This design comes from an exercise in tuning for small area, a short achievable clock period and few clock cycles per item on the open sky130 flow, not from production work.
At most, simulation tests tie the RTL to the original design; equivalence was not proved.

Design angle_frame, start of the top module:
module angle_frame(
	input clk,
	input rst,
	input start,
	input [11:0] x,
	input [11:0] y,
	output [55:0] frame,
	output frame_valid
    );
Size in the first run: roughly 2600 cells after synthesis, roughly 84 I/O pins, about 16000 µm² of cells after synthesis.
==> flow/config.mk <==
export PLATFORM = sky130hd
export DESIGN_NAME = angle_frame
export DESIGN_NICKNAME = angle_frame
export VERILOG_FILES = /design/flow/design.v
export SDC_FILE = /design/flow/constraint.sdc
export NUM_CORES = 8
export LEC_CHECK = 0
export CAP_MARGIN = 20
export CORE_MARGIN = 2
export CORE_UTILIZATION = 40
export CTS_BUF_LIST = sky130_fd_sc_hd__clkbuf_16
export CTS_CLUSTER_DIAMETER = 80
export CTS_CLUSTER_SIZE = 24
export SETUP_SLACK_MARGIN = 4.6
export SLEW_MARGIN = 20
export SYNTH_MEMORY_MAX_BITS = 65536
==> flow/constraint.sdc <==
create_clock -name core_clock -period 8.0 [get_ports {clk}]
set_input_delay 1.6000 -clock core_clock [delete_from_list [all_inputs] [get_ports {clk}]]
set_output_delay 1.6000 -clock core_clock [all_outputs]
set_load 0.01 [all_outputs]
standard.sh (not shown) runs the stock make flow with config.mk's settings and CLKGATE_MAP_FILE= SYNTH_SCRIPT=/design/flow/synth_recipe.tcl, a recipe that flattens the netlist after the stock synthesis.
==> flow/flow/run.sh <==
#!/bin/bash
# Layout flow: the standard synthesis, then the combinational logic
# (everything but the flip-flops, which keep their names and cells) is
# re-mapped by ABC with an area-recovering script; then the standard
# layout from the netlist, with sky130_fd_sc_hd__buf_2 port buffers.
# Every tool's output goes to a log file in this folder.
set -euo pipefail
bash standard.sh synth > flow_synth.log 2>&1
R=orfs/results/sky130hd/angle_frame/base
cp $R/1_2_yosys.v $R/1_2_yosys_standard.v
LIB=$FLOW_HOME/platforms/sky130hd/lib/sky130_fd_sc_hd__tt_025C_1v80.lib
sed -e "s#@IN@#$R/1_2_yosys_standard.v#" -e "s#@OUT@#$R/1_2_yosys.v#" \
    -e "s#@LIB@#$LIB#g" -e "s#@ABC@#flow/resynth.abc#" flow/resynth.ys > resynth.ys
yosys -l yosys_resynth.log -q resynth.ys > /dev/null 2>&1
bash standard.sh BUFFER_PORTS_ARGS="-buffer_cell sky130_fd_sc_hd__buf_2" finish > flow_finish.log 2>&1
Other scripts of this flow, unchanged in this note and not shown: flow/flow/resynth.abc, flow/flow/resynth.ys
Change:
--- a/flow/design.v
+++ b/flow/design.v
@@ -1,15 +1,17 @@
 module atang(
 	input             clk,
 	input             load,       
 	input      [11:0] x,
 	input      [11:0] y,
 	output     [31:0] z,
-	output            done        
+	output            far2,       
+	output            far1,       
+	output            dec         
     );
 	reg  [32:0] xr;              
 	reg  [34:0] rr;              
 	reg  [31:0] zr;
 	reg  [31:1] t;               
 	reg  [16:0] oh;              
 	reg         dn;              
 	wire d = rr[34];             
@@ -111,20 +113,19 @@
 			zr <= 32'h5A000000;
 		end else begin
 			xr <= xnext;
 			rr <= rnext;
 			zr <= znext;
 		end
 	end
 	wire [14:0] zl = zr[14:0] ^ {15{dn}};
-	wire far2 = ~|a[29:14] & (zl >= {a[13:0], 1'b0});
-	wire far1 = ~|a[29:15] & (zl >= a[14:0]);
-	wire flip = rnext[34] ^ d;
-	assign done = far2 | (flip & far1);
+	assign far2 = ~|a[29:14] & (zl >= {a[13:0], 1'b0});
+	assign far1 = ~|a[29:15] & (zl >= a[14:0]);
+	assign dec = dx;
 	assign z = zr;
 endmodule
 module add35(input [34:0] a, input [34:0] b, input ci, output [34:0] s);
 	wire [34:0] p0 = a ^ b;
 	wire [34:0] g0 = a & b;
 	wire gc0 = g0[0] | (p0[0] & ci);
 	wire gn1 = g0[1] | (p0[1] & gc0);
 	wire gn2 = g0[3] | (p0[3] & g0[2]);
@@ -744,31 +745,38 @@
     );
 	reg        busy;
 	reg        valid;
 	reg  [20:0] dig;
 	reg  [7:0]  crc_hi;          
 	wire [31:0] z;
 	wire [20:0] dig_next;
 	wire [7:0]  crc_hi_next, crc_lo, crc_0;
-	wire        done;
-	atang Arctg_alg(.clk(clk), .load(start), .x(x), .y(y), .z(z), .done(done));
+	wire        far2, far1, dec;
+	atang Arctg_alg(.clk(clk), .load(start), .x(x), .y(y), .z(z),
+	                .far2(far2), .far1(far1), .dec(dec));
 	conv_dec_ascii Conversie(.d_in(z[31:15]), .digits(dig_next));
 	CRC crc_a(.digits({dig_next[20:4], 4'd0}), .crc(crc_hi_next));
 	CRC crc_b(.digits({17'd0, dig[3:0]}), .crc(crc_lo));
 	CRC crc_c(.digits(21'd0), .crc(crc_0));
-	wire last = done;
+	reg        pend;
+	reg        dprev;
+	wire       late = pend & (dec ^ dprev);
+	wire       live = busy & ~late;
 	always @(posedge clk) begin
 		dig <= dig_next;
 		crc_hi <= crc_hi_next;
+		dprev <= dec;
 		if (rst) begin
 			busy  <= 1'b0;
 			valid <= 1'b0;
+			pend  <= 1'b0;
 		end else begin
-			busy  <= start | (busy & ~last);
-			valid <= busy & last;
+			busy  <= start | (live & ~far2);
+			valid <= live & far2;
+			pend  <= live & ~far2 & far1;
 		end
 	end
 	assign frame = {7'b0011000, dig[20], 4'h3, dig[19:16], 4'h3, dig[15:12],
 	                4'h3, dig[11:8], 4'h3, dig[7:4], 4'h3, dig[3:0],
 	                crc_hi ^ crc_lo ^ crc_0};
-	assign frame_valid = valid;
+	assign frame_valid = valid | late;
 endmodule
Effect: Clock-buffer cell count does not change. Non-clock buffer count goes down by 28. Cell area goes down by 4.6%. Routed wire length goes down by 8.8%. Maximum frequency goes up by 1.2%. Core utilization goes down by 0.93 points. Sequential cell count goes up by 2. Worst setup slack gets better by 0.039 ns. Cell count goes down by 4.5%. Worst hold slack hardly moves. Via count goes down by 6.9%.
No run of this note included a check of the RTL's function; only the layout flow was run.

---

angle_frame again, from the RTL that the note above started with.
export LEC_CHECK = 0
export CAP_MARGIN = 20
export CORE_MARGIN = 2
export CORE_UTILIZATION = 40
export CTS_BUF_LIST = sky130_fd_sc_hd__clkbuf_16
export CTS_CLUSTER_DIAMETER = 80
export CTS_CLUSTER_SIZE = 24
export SETUP_SLACK_MARGIN = 4.7
export SLEW_MARGIN = 20
export SYNTH_MEMORY_MAX_BITS = 65536
create_clock -name core_clock -period 8.0 [get_ports {clk}]
==> flow/flow/resynth.abc <==
strash
dch
map -B 0.2
topo
stime -c
upsize -c
dnsize -c
==> flow/flow/resynth.ys <==
read_liberty -overwrite -ignore_miss_func @LIB@
read_verilog -overwrite @IN@
hierarchy -top angle_frame
setattr -mod -set keep_hierarchy 1 sky130_fd_sc_hd__df*
flatten
opt_clean
abc -script @ABC@ -liberty @LIB@ -dont_use sky130_fd_sc_hd__lpflow_bleeder_1 -dont_use sky130_fd_sc_hd__lpflow_clkbufkapwr_1 -dont_use sky130_fd_sc_hd__lpflow_clkbufkapwr_16 -dont_use sky130_fd_sc_hd__lpflow_clkbufkapwr_2 -dont_use sky130_fd_sc_hd__lpflow_clkbufkapwr_4 -dont_use sky130_fd_sc_hd__lpflow_clkbufkapwr_8 -dont_use sky130_fd_sc_hd__lpflow_clkinvkapwr_1 -dont_use sky130_fd_sc_hd__lpflow_clkinvkapwr_16 -dont_use sky130_fd_sc_hd__lpflow_clkinvkapwr_2 -dont_use sky130_fd_sc_hd__lpflow_clkinvkapwr_4 -dont_use sky130_fd_sc_hd__lpflow_clkinvkapwr_8 -dont_use sky130_fd_sc_hd__lpflow_decapkapwr_12 -dont_use sky130_fd_sc_hd__lpflow_decapkapwr_3 -dont_use sky130_fd_sc_hd__lpflow_decapkapwr_4 -dont_use sky130_fd_sc_hd__lpflow_decapkapwr_6 -dont_use sky130_fd_sc_hd__lpflow_decapkapwr_8 -dont_use sky130_fd_sc_hd__lpflow_inputiso0n_1 -dont_use sky130_fd_sc_hd__lpflow_inputiso0p_1 -dont_use sky130_fd_sc_hd__lpflow_inputiso1n_1 -dont_use sky130_fd_sc_hd__lpflow_inputiso1p_1 -dont_use sky130_fd_sc_hd__lpflow_inputisolatch_1 -dont_use sky130_fd_sc_hd__lpflow_isobufsrc_1 -dont_use sky130_fd_sc_hd__lpflow_isobufsrc_16 -dont_use sky130_fd_sc_hd__lpflow_isobufsrc_2 -dont_use sky130_fd_sc_hd__lpflow_isobufsrc_4 -dont_use sky130_fd_sc_hd__lpflow_isobufsrc_8 -dont_use sky130_fd_sc_hd__lpflow_isobufsrckapwr_16 -dont_use sky130_fd_sc_hd__lpflow_lsbuf_lh_hl_isowell_tap_1 -dont_use sky130_fd_sc_hd__lpflow_lsbuf_lh_hl_isowell_tap_2 -dont_use sky130_fd_sc_hd__lpflow_lsbuf_lh_hl_isowell_tap_4 -dont_use sky130_fd_sc_hd__lpflow_lsbuf_lh_isowell_4 -dont_use sky130_fd_sc_hd__lpflow_lsbuf_lh_isowell_tap_1 -dont_use sky130_fd_sc_hd__lpflow_lsbuf_lh_isowell_tap_2 -dont_use sky130_fd_sc_hd__lpflow_lsbuf_lh_isowell_tap_4 -dont_use sky130_fd_sc_hd__probe_p_8 -dont_use sky130_fd_sc_hd__probec_p_8 
opt_clean -purge
hilomap -singleton -hicell sky130_fd_sc_hd__conb_1 HI -locell sky130_fd_sc_hd__conb_1 LO
setundef -zero
splitnets
opt_clean -purge
stat -liberty @LIB@
delete =sky130_fd_sc_hd__*
write_verilog -noattr -noexpr -nohex -nodec @OUT@
Scripts as last shown in full above: flow/flow/run.sh
==> next run, changes <==
--- a/flow/design.v
+++ b/flow/design.v
@@ -107,28 +107,25 @@
 		dn <= load ? ~xy_dif[12] : ~rnext[34];
 		if (load) begin
 			xr <= {1'b0, xy_sum, 19'b0};
 			rr <= {{3{xy_dif[12]}}, xy_dif, 19'b0};
 			zr <= 32'h5A000000;
 		end else begin
 			xr <= xnext;
 			rr <= rnext;
 			zr <= znext;
 		end
 	end
 	wire [14:0] zl = zr[14:0] ^ {15{dn}};
-	wire far2 = ~|a[29:14] & (zl >= {a[13:0], 1'b0});
-	wire far1 = ~|a[29:15] & (zl >= a[14:0]);
-	wire flip = rnext[34] ^ d;
-	assign done = far2 | (flip & far1);
+	assign done = ~|a[29:14] & (zl >= {a[13:0], 1'b0});
 	assign z = zr;
 endmodule
 module add35(input [34:0] a, input [34:0] b, input ci, output [34:0] s);
 	wire [34:0] p0 = a ^ b;
 	wire [34:0] g0 = a & b;
 	wire gc0 = g0[0] | (p0[0] & ci);
 	wire gn1 = g0[1] | (p0[1] & gc0);
 	wire gn2 = g0[3] | (p0[3] & g0[2]);
 	wire pn2 = p0[3] & p0[2];
 	wire gn3 = g0[5] | (p0[5] & g0[4]);
 	wire pn3 = p0[5] & p0[4];
 	wire gn4 = g0[7] | (p0[7] & g0[6]);
What happened: The changed run completed without violations; count of clock-buffer cells in the layout goes down by 3; global-route usage went down by 2.1 points; fmax increases by 5.8%; via count goes down by about 9%; utilization went down by 2.3 points; wire length is lower by about 14%; die area drops by 3.1%; sequential share of layout area is higher by 1.9 points; non-clock buffer count went down by 52; worst setup slack improves by 180 ps.
Testbench counts after the change, summed over its fixed seeds: cycles 159,356, frames 8,000.
For the first run of this note, only the layout was checked, not whether the RTL still works.

## what the ideal ports hide
The flow's constraints put no driver on any port. The routed layouts listed below were extracted and timed again, unchanged, in two steps. Step 1: set_driving_cell puts a clkbuf_16 on clk and a buf_2 on each other input, an assumption about the parent block. Step 2 times the ports against the registers' clock, not the clock port: input delays grow and output delays shrink by t, the midpoint of the rising clock arrivals with the driver on. a / b / c = no drivers / after step 1 / after step 2; a / b = the first two.
run | t (ns) | setup WS [ns] | slew at the worst register clock pin (ns)
the first run of note 1 | 0.589 | 4.653 / 4.658 / 4.069 | 0.10 / 0.10
the second run of note 1 | 0.581 | 4.692 / 4.658 / 4.145 | 0.10 / 0.10
the first run of note 2 | 0.605 | 4.655 / 4.662 / 4.057 | 0.10 / 0.10
the second run of note 2 | 0.581 | 4.837 / 4.789 / 4.262 | 0.10 / 0.10
After both steps every run listed still meets setup and hold. The setup slack of the first run of note 2, which loses most, moves by +0.007 ns with the drivers and by -0.598 ns with both steps.
